Source: an optimization exercise on an open RTL-to-GDS flow (aim: small area). Production flows keep margins and buffers that such runs may drop.
In this exercise RTL edits were held to simulation tests only and were not proved equivalent to the original.
Power and IR drop assume default switching activity.

Setup of oak:
Design turn_points_rom, start of the top module:
module turn_points_rom(
    input                   clk,
    input                   reset,
    input                   load_raw,
    input [ 1:0]            song,
    input [10:0]            refer_x, refer_y,
    input [ 9:0]            current_block_x, current_block_y,
    input [ 9:0]            x1, y1, x2, y2,
    output reg              fail,
    output                  is_road,
    output [2:0]            debug
    );
Settings: LEC_CHECK=0, CAP_MARGIN=20, CORE_MARGIN=2, CORE_UTILIZATION=45, CTS_BUF_LIST=sky130_fd_sc_hd__clkbuf_8, SETUP_SLACK_MARGIN=0.4, SLEW_MARGIN=20, SYNTH_MEMORY_MAX_BITS=16384; clock period 10.0 ns.
standard.sh (not shown) runs the stock make flow with config.mk's settings and CLKGATE_MAP_FILE= SYNTH_SCRIPT=/design/flow/synth_recipe.tcl, a recipe that flattens the netlist after the stock synthesis.
==> flow/flow/run.sh <==
#!/bin/bash
# Own layout flow: the standard synthesis (same script, same register mapping) with
# two changes to the combinational mapping: Yosys's extract_fa (half/full adder cells)
# is skipped and ABC runs the area-oriented script flow/abc.script instead of ORFS's
# delay script. Then the standard layout steps, with port buffers of buf_2.
set -euo pipefail
W=$(pwd)
F=$W/flow
python3 - "$FLOW_HOME/scripts/synth.tcl" "$W/synth_area.tcl" "$F/abc.script" <<'PY'
import sys
src, dst, script = sys.argv[1:4]
s = open(src).read()
old = "  log_cmd abc {*}$abc_args\n"
assert s.count(old) == 1
new = ("  set abc_args [lreplace $abc_args 1 1 " + script + "]\n"
       "  set i [lsearch $abc_args -D]\n"
       "  if { $i >= 0 } { set abc_args [lreplace $abc_args $i [expr {$i + 1}]] }\n" + old)
s = s.replace(old, new)
old = "  extract_fa {*}[dont_use_extract_fa_args]\n"
assert s.count(old) == 1
s = s.replace(old, "")
open(dst, "w").write(s)
PY
python3 - "$W/synth_recipe.tcl" "$W/synth_top.tcl" "$W/synth_area.tcl" <<'PY'
import sys
src, dst, inner = sys.argv[1:4]
s = open(src).read()
old = "source $::env(SCRIPTS_DIR)/synth.tcl"
assert s.count(old) == 1
open(dst, "w").write(s.replace(old, "source " + inner))
PY
make -C "$FLOW_HOME" DESIGN_CONFIG="$W/config.mk" WORK_HOME="$W/orfs" CLKGATE_MAP_FILE= \
    SYNTH_SCRIPT="$W/synth_top.tcl" synth > "$W/synth.log" 2>&1
bash standard.sh "BUFFER_PORTS_ARGS=-buffer_cell sky130_fd_sc_hd__buf_2" "CTS_ARGS=-sink_clustering_enable -repair_clock_nets -buf_list sky130_fd_sc_hd__clkbuf_8 -dont_use_dummy_load -sink_clustering_size 20 -sink_clustering_max_diameter 60" finish > "$W/layout.log" 2>&1
==> flow/flow/abc.script <==
strash
balance -l
resub -K 6 -l
rewrite -l
resub -K 6 -N 2 -l
refactor -l
resub -K 8 -l
balance -l
resub -K 8 -N 2 -l
rewrite -l
resub -K 10 -l
rewrite -z -l
resub -K 10 -N 2 -l
balance -l
resub -K 12 -l
refactor -z -l
resub -K 12 -N 2 -l
rewrite -z -l
balance -l
&get -n
&get -n
&deepsyn -T 300
&put
dch -f
amap
topo
oak completed; timing, DRC and antenna clean
#### Input delta (pine over oak)
- changing CTS_BUF_LIST from sky130_fd_sc_hd__clkbuf_8 to sky130_fd_sc_hd__clkbuf_4
- changing CORE_UTILIZATION from 45 to 40
- setting GPL_TIMING_DRIVEN to 0 for the first time
- changing SETUP_SLACK_MARGIN from 0.4 to 0.3
--- a/flow/flow/run.sh
+++ b/flow/flow/run.sh
@@ -34 +34 @@
-bash standard.sh "BUFFER_PORTS_ARGS=-buffer_cell sky130_fd_sc_hd__buf_2" "CTS_ARGS=-sink_clustering_enable -repair_clock_nets -buf_list sky130_fd_sc_hd__clkbuf_8 -dont_use_dummy_load -sink_clustering_size 20 -sink_clustering_max_diameter 60" finish > "$W/layout.log" 2>&1
+bash standard.sh "BUFFER_PORTS_ARGS=-buffer_cell sky130_fd_sc_hd__buf_2" "CTS_ARGS=-sink_clustering_enable -repair_clock_nets -buf_list sky130_fd_sc_hd__clkbuf_4 -dont_use_dummy_load -sink_clustering_size 8 -sink_clustering_max_diameter 40" finish > "$W/layout.log" 2>&1
--- a/flow/flow/abc.script
+++ b/flow/flow/abc.script
@@ -22 +22 @@
-&deepsyn -T 300
+&deepsyn -T 120
@@ -25 +25 @@
-amap
+map -D 4000
@@ -26,0 +27,2 @@
+upsize -D 4000
+dnsize -D 4000
--- outcome ---
In pine the implementation completed, yet the final layout does not meet the checks, the culprit being negative setup slack. Compared with oak, in pine met3 wire length moved down, total design power went down. pine does better than oak on routed via count. Total number of multi-input combinational cells delta for pine relative to oak: 4.3% higher. Compared to oak, pine has cell count 355 higher. Peak clock frequency supported by timing in pine is 10% lower than in oak. pine vs. oak: number of cell instances on the worst register-to-register path has increased; setup slack fell 1.06 ns; post-DP HPWL picked up an extra 7300 um.
Input-level comparison between birch and pine:
- changing SETUP_SLACK_MARGIN from 0.3 to 0.4
- removing GPL_TIMING_DRIVEN (formerly 0)
--- a/flow/flow/abc.script
+++ b/flow/flow/abc.script
@@ -22 +22 @@
-&deepsyn -T 120
+&deepsyn -T 300
@@ -25 +25 @@
-map -D 4000
+amap
@@ -27,2 +26,0 @@
-upsize -D 4000
-dnsize -D 4000
==> run notes <==
Of pine and birch, only birch finishes the flow clean. The flow for pine finished, though final verification flagged negative setup slack. birch: average vias per placed instance higher than pine. Die area delta for birch relative to pine: 2.0% lower. Max fraction of the cycle the final worst path needs across pine and birch: pine.
The following lists how maple was set up differently from birch:
- SETUP_SLACK_MARGIN now 0.3, was 0.4
--- a/flow/flow/run.sh
+++ b/flow/flow/run.sh
@@ -34 +34 @@
-bash standard.sh "BUFFER_PORTS_ARGS=-buffer_cell sky130_fd_sc_hd__buf_2" "CTS_ARGS=-sink_clustering_enable -repair_clock_nets -buf_list sky130_fd_sc_hd__clkbuf_4 -dont_use_dummy_load -sink_clustering_size 8 -sink_clustering_max_diameter 40" finish > "$W/layout.log" 2>&1
+bash standard.sh "BUFFER_PORTS_ARGS=-buffer_cell sky130_fd_sc_hd__buf_2" finish > "$W/layout.log" 2>&1
--- a/flow/flow/abc.script
+++ b/flow/flow/abc.script
@@ -21,2 +21 @@
-&get -n
-&deepsyn -T 300
+&deepsyn -T 120
@@ -25 +24 @@
-amap
+map -a
[summary]
maple: no failed stages, no open violations at the end
maple ended with more final HPWL from detailed placement than birch.
Against birch, maple comes in 1.3 points lower on met3 usage in global routing.
Higher fmax among maple and birch: birch
Summary of maple over birch: area added between synthesis and finish +1.4 points, total detailed-routing wirelength -1000 um, instance count of the mapped netlist +6.7%.

separate check: timing with driven ports:
Ports are ideal in the flow. The routed layouts listed here were re-timed in OpenROAD. Step 1, drivers: a clkbuf_16 drives clk and a buf_2 each remaining input, both assumed. Step 2 times the ports against the registers' clock, not the clock port: input delays grow and output delays shrink by t, the midpoint of the rising clock arrivals with the driver on. Slacks: ideal / step 1 / step 2; pairs: ideal / step 1.
run | t, ns | setup slack, ns | cell pins on the clock port's net
oak | 0.716 | 0.946 / 0.920 / 0.920 | 1
pine | 0.899 | -0.111 / -0.132 / -0.132 | 1
birch | 0.925 | 0.733 / 0.678 / 0.709 | 1
maple | 0.963 | 0.527 / 0.463 / 0.667 | 1
The setup slack of oak, which loses most, moves by -0.026 ns with the drivers and by -0.026 ns with both steps.
